This is an optimization exercise on Yosys and OpenROAD, whose aim is small area, a short achievable clock period and few clock cycles per item, not a production implementation. Where RTL was checked, it was by simulation tests only, not by an equivalence proof against the original. Power figures rest on the tool's default switching activity, not on a simulated workload.

Design Mult, start of the top module:
module Mult (MultStart, out_A, out_B, rst, clk, HI, LOW, EndMult);
==> flow/config.mk <==
export PLATFORM = sky130hd
export DESIGN_NAME = Mult
export DESIGN_NICKNAME = Mult
export VERILOG_FILES = /design/flow/design.v
export SDC_FILE = /design/flow/constraint.sdc
export NUM_CORES = 4
export LEC_CHECK = 0
export CAP_MARGIN = 20
export CORE_MARGIN = 2
export CORE_UTILIZATION = 40
export SETUP_SLACK_MARGIN = 1.7
export SLEW_MARGIN = 20
export SYNTH_HIERARCHICAL = 1
export SYNTH_MINIMUM_KEEP_SIZE = 0
==> flow/constraint.sdc <==
create_clock -name core_clock -period 6.5 [get_ports {clk}]
set_input_delay 1.3000 -clock core_clock [delete_from_list [all_inputs] [get_ports {clk}]]
set_output_delay 1.3000 -clock core_clock [all_outputs]
set_load 0.01 [all_outputs]
standard.sh (not shown) runs the stock make flow with config.mk's settings and CLKGATE_MAP_FILE= SYNTH_SCRIPT=/design/flow/synth_recipe.tcl, a recipe that flattens the netlist after the stock synthesis.
==> flow/flow/run.sh <==
#!/bin/bash
# The standard layout (the standard.sh: ORFS synthesis to finish), except that
# the port buffers are sky130_fd_sc_hd__buf_4 rather than the delay-cell buffer
# that buffer_ports picks by default. The make output goes to standard.log; ORFS
# keeps each step's own log under orfs/logs/.
set -uo pipefail
bash standard.sh "BUFFER_PORTS_ARGS=-buffer_cell sky130_fd_sc_hd__buf_4" finish > standard.log 2>&1
Testbench counts at the start, summed over its fixed seeds: cycles 960, items 960.
Next try:
--- a/flow/config.mk
+++ b/flow/config.mk
@@ -9,4 +9,4 @@
 export CORE_MARGIN = 2
-export CORE_UTILIZATION = 40
-export SETUP_SLACK_MARGIN = 1.7
+export CORE_UTILIZATION = 60
+export SETUP_SLACK_MARGIN = 1.5
 export SLEW_MARGIN = 20
The new run completed with no timing, DRC or antenna violations.
Sequential cell count is unchanged.
Non-clock buffer count went down by 56.
Die area went down by 33%.
Core utilization went up by 19 points.
Sequential share of layout area went up by 0.52 points.
Global-route usage went up by 11 points.
Power went down by 3.9%.
Wire length went down by 7.4%.
Setup slack loses 150 ps.
Count of clock-buffer cells in the layout went down by 1.
Next try:
--- a/flow/config.mk
+++ b/flow/config.mk
@@ -9,3 +9,3 @@
 export CORE_MARGIN = 2
-export CORE_UTILIZATION = 60
+export CORE_UTILIZATION = 40
 export SETUP_SLACK_MARGIN = 1.5
=> Count of clock-buffer cells in the layout rises by 4. Wire length rises by 2.5%. Synthesized cell count is unchanged. Design area rises by 2.0%. Power rises by 1.2%. Flip-flop and latch count does not change.

---

== lane 3 ==
Another version of the RTL of Mult (not shown whole).
For scale: about 2400 cells after synthesis, about 130 I/O pins.
export LEC_CHECK = 0
export CAP_MARGIN = 20
export CORE_MARGIN = 2
export CORE_UTILIZATION = 40
export SETUP_SLACK_MARGIN = 2.2
export SLEW_MARGIN = 20
export SYNTH_HIERARCHICAL = 1
export SYNTH_MINIMUM_KEEP_SIZE = 0
export TNS_END_PERCENT = 20
create_clock -name core_clock -period 6.5 [get_ports {clk}]
==> flow/flow/run.sh <==
#!/bin/bash
# The standard layout (the standard.sh: ORFS synthesis to finish), except that
# the port buffers are sky130_fd_sc_hd__buf_2 rather than the delay-cell buffer
# that buffer_ports picks by default. The make output goes to standard.log; ORFS
# keeps each step's own log under orfs/logs/.
set -uo pipefail
bash standard.sh "BUFFER_PORTS_ARGS=-buffer_cell sky130_fd_sc_hd__buf_2" finish > standard.log 2>&1
diff inputs: lane 3 => lane 1
--- a/flow/config.mk
+++ b/flow/config.mk
@@ -9,5 +9,5 @@
 export CORE_MARGIN = 2
 export CORE_UTILIZATION = 40
-export SETUP_SLACK_MARGIN = 2.2
+export SETUP_SLACK_MARGIN = 1.5
 export SLEW_MARGIN = 20
 export SYNTH_HIERARCHICAL = 1
met4 as the top routing layer in use was reported by lane 1, and met5 by lane 3. Summary of lane 1 over lane 3: fmax neither gained nor lost much, worst ir drop on vdd picked up an extra about 46%, standby leakage power lost about 9%, fraction of area in clock buffers and inverters lost 0.19 points. Amount of wire on met3 after detailed routing for lane 1 is lower than for lane 3.
No functional check of the RTL was part of any run of this note.

---

wip/juniper:
Another version of the RTL of Mult (not shown whole).
Size: about 2,400 cells after synthesis, about 0.026 mm^2 of cells after synthesis.
export LEC_CHECK = 0
export CAP_MARGIN = 20
export CORE_MARGIN = 2
export CORE_UTILIZATION = 40
export SETUP_SLACK_MARGIN = 2.0
export SLEW_MARGIN = 20
export SYNTH_HIERARCHICAL = 1
export SYNTH_MINIMUM_KEEP_SIZE = 0
create_clock -name core_clock -period 6.5 [get_ports {clk}]
==> flow/flow/run.sh <==
#!/bin/bash
# The standard layout (the standard.sh: ORFS synthesis to finish), except that
# the port buffers are sky130_fd_sc_hd__buf_4 rather than the delay-cell buffer
# that buffer_ports picks by default. The make output goes to standard.log; ORFS
# keeps each step's own log under orfs/logs/.
set -uo pipefail
bash standard.sh "BUFFER_PORTS_ARGS=-buffer_cell sky130_fd_sc_hd__buf_4" finish > standard.log 2>&1
Testbench counts of wip/juniper, summed over its fixed seeds: cycles 960, items 960.
diff inputs: wip/juniper => wip/ember
- SETUP_SLACK_MARGIN: 2.0 -> 1.5
--- outcome ---
Critical path depth came out lower on wip/ember than on wip/juniper.
Of the two values seen for top layer used by detailed routing, met5 was produced by wip/ember and met4 by wip/juniper.
The total length of routed wires in wip/ember is 0.928 times that in wip/juniper.
Taking wip/juniper as 1.0, wip/ember lands at 0.847 on total power draw.
In the flow results for wip/juniper and wip/ember, the portion of total power attributed to the clock network is larger on wip/ember.
[compare] base=wip/juniper new=wip/ember: H-tree depth reported by CTS roughly the same, largest incremental delay on the critical path barely changed, power density over the cells now sits lower.
Taking wip/juniper as the reference, in wip/ember non-clock buffer count shrank by 117; setup slack now sits lower.

---

Mult, a different RTL version from the one above (not shown whole).
For scale: ~120 flip-flops, ~26000 µm² of cells after synthesis.
export LEC_CHECK = 0
export CAP_MARGIN = 20
export CORE_MARGIN = 2
export CORE_UTILIZATION = 40
export SETUP_SLACK_MARGIN = 1.8
export SLEW_MARGIN = 20
export SYNTH_HIERARCHICAL = 1
export SYNTH_MINIMUM_KEEP_SIZE = 0
create_clock -name core_clock -period 6.5 [get_ports {clk}]
Scripts as last shown in full above: flow/flow/run.sh
The first run ran to the end with no violations.
Next try:
Settings changed: SETUP_SLACK_MARGIN 1.8 to 1.5.
Result: Utilization is lower by 3.4 points; count of clock-buffer cells in the layout rose by 1; final area falls by a little under a tenth; power is lower by a few percent; hold slack gets better by 4.5 ps; die area does not change; routed wire length went down by a few percent; flip-flop and latch count stays the same; final cell count decreases by a few percent; setup slack gets worse by 260 ps; combinational power shrinks by a few percent.
Next try:
Settings changed: SETUP_SLACK_MARGIN 1.5 to 1.2.
Outcome: The new run produced a clean layout; hold slack loses 3.1 ps; power came out lower by 2.6%; sequential share of layout area is higher by 0.24 points; setup slack got worse by 260 ps; non-clock buffer count came out lower by 19.
Function was not checked in any run of this note: the RTL went through the layout flow alone.

## port drivers added, routing unchanged
The flow's constraints put no driver on any port. The routed layouts listed below were extracted and timed again, unchanged, in two steps. Step 1 (the two cells are an assumption about what drives the block):
set clk [get_ports {clk}]
set_driving_cell -lib_cell sky130_fd_sc_hd__clkbuf_16 $clk
set_driving_cell -lib_cell sky130_fd_sc_hd__buf_2 [delete_from_list [all_inputs] $clk]
Step 2 adds t to the input delays and takes it off the output delays; t is the mean of the earliest and latest rising clock arrival at the registers after step 1. Input paths then give back, and output paths get back, about the clock's delay inside the block. a / b / c = ideal ports / drivers / drivers and shift; a / b = the first two.
run | t, ns | setup slack, ns | hold WS [ns] | worst register clock-pin slew, ns
the first run of note 1 | 0.554 | 1.701 / 1.640 / 1.109 | 0.956 / 0.925 / 1.479 | 0.07 / 0.07
the second run of note 1 | 0.529 | 1.550 / 1.545 / 1.024 | 0.980 / 0.947 / 1.476 | 0.07 / 0.07
the third run of note 1 | 0.554 | 1.589 / 1.606 / 1.074 | 0.962 / 0.930 / 1.483 | 0.06 / 0.06
lane 3 | 0.554 | 1.666 / 1.605 / 1.555 | 0.951 / 0.914 / 1.468 | 0.08 / 0.08
lane 1 | 0.554 | 1.661 / 1.602 / 1.168 | 0.947 / 0.911 / 1.465 | 0.07 / 0.07
wip/juniper | 0.527 | 1.587 / 1.472 / 0.945 | 0.970 / 0.940 / 1.467 | 0.08 / 0.08
wip/ember | 0.526 | 1.554 / 1.476 / 0.951 | 0.976 / 0.947 / 1.472 | 0.07 / 0.07
the first run of note 4 | 0.553 | 1.792 / 1.793 / 1.242 | 0.966 / 0.937 / 1.490 | 0.07 / 0.07
the second run of note 4 | 0.544 | 1.529 / 1.502 / 0.958 | 0.971 / 0.937 / 1.481 | 0.07 / 0.07
the third run of note 4 | 0.547 | 1.274 / 1.297 / 0.750 | 0.968 / 0.935 / 1.482 | 0.07 / 0.07
After both steps setup and hold are still met in every run listed. The setup slack of wip/juniper, which loses most, moves by -0.115 ns with the drivers and by -0.642 ns with both steps.
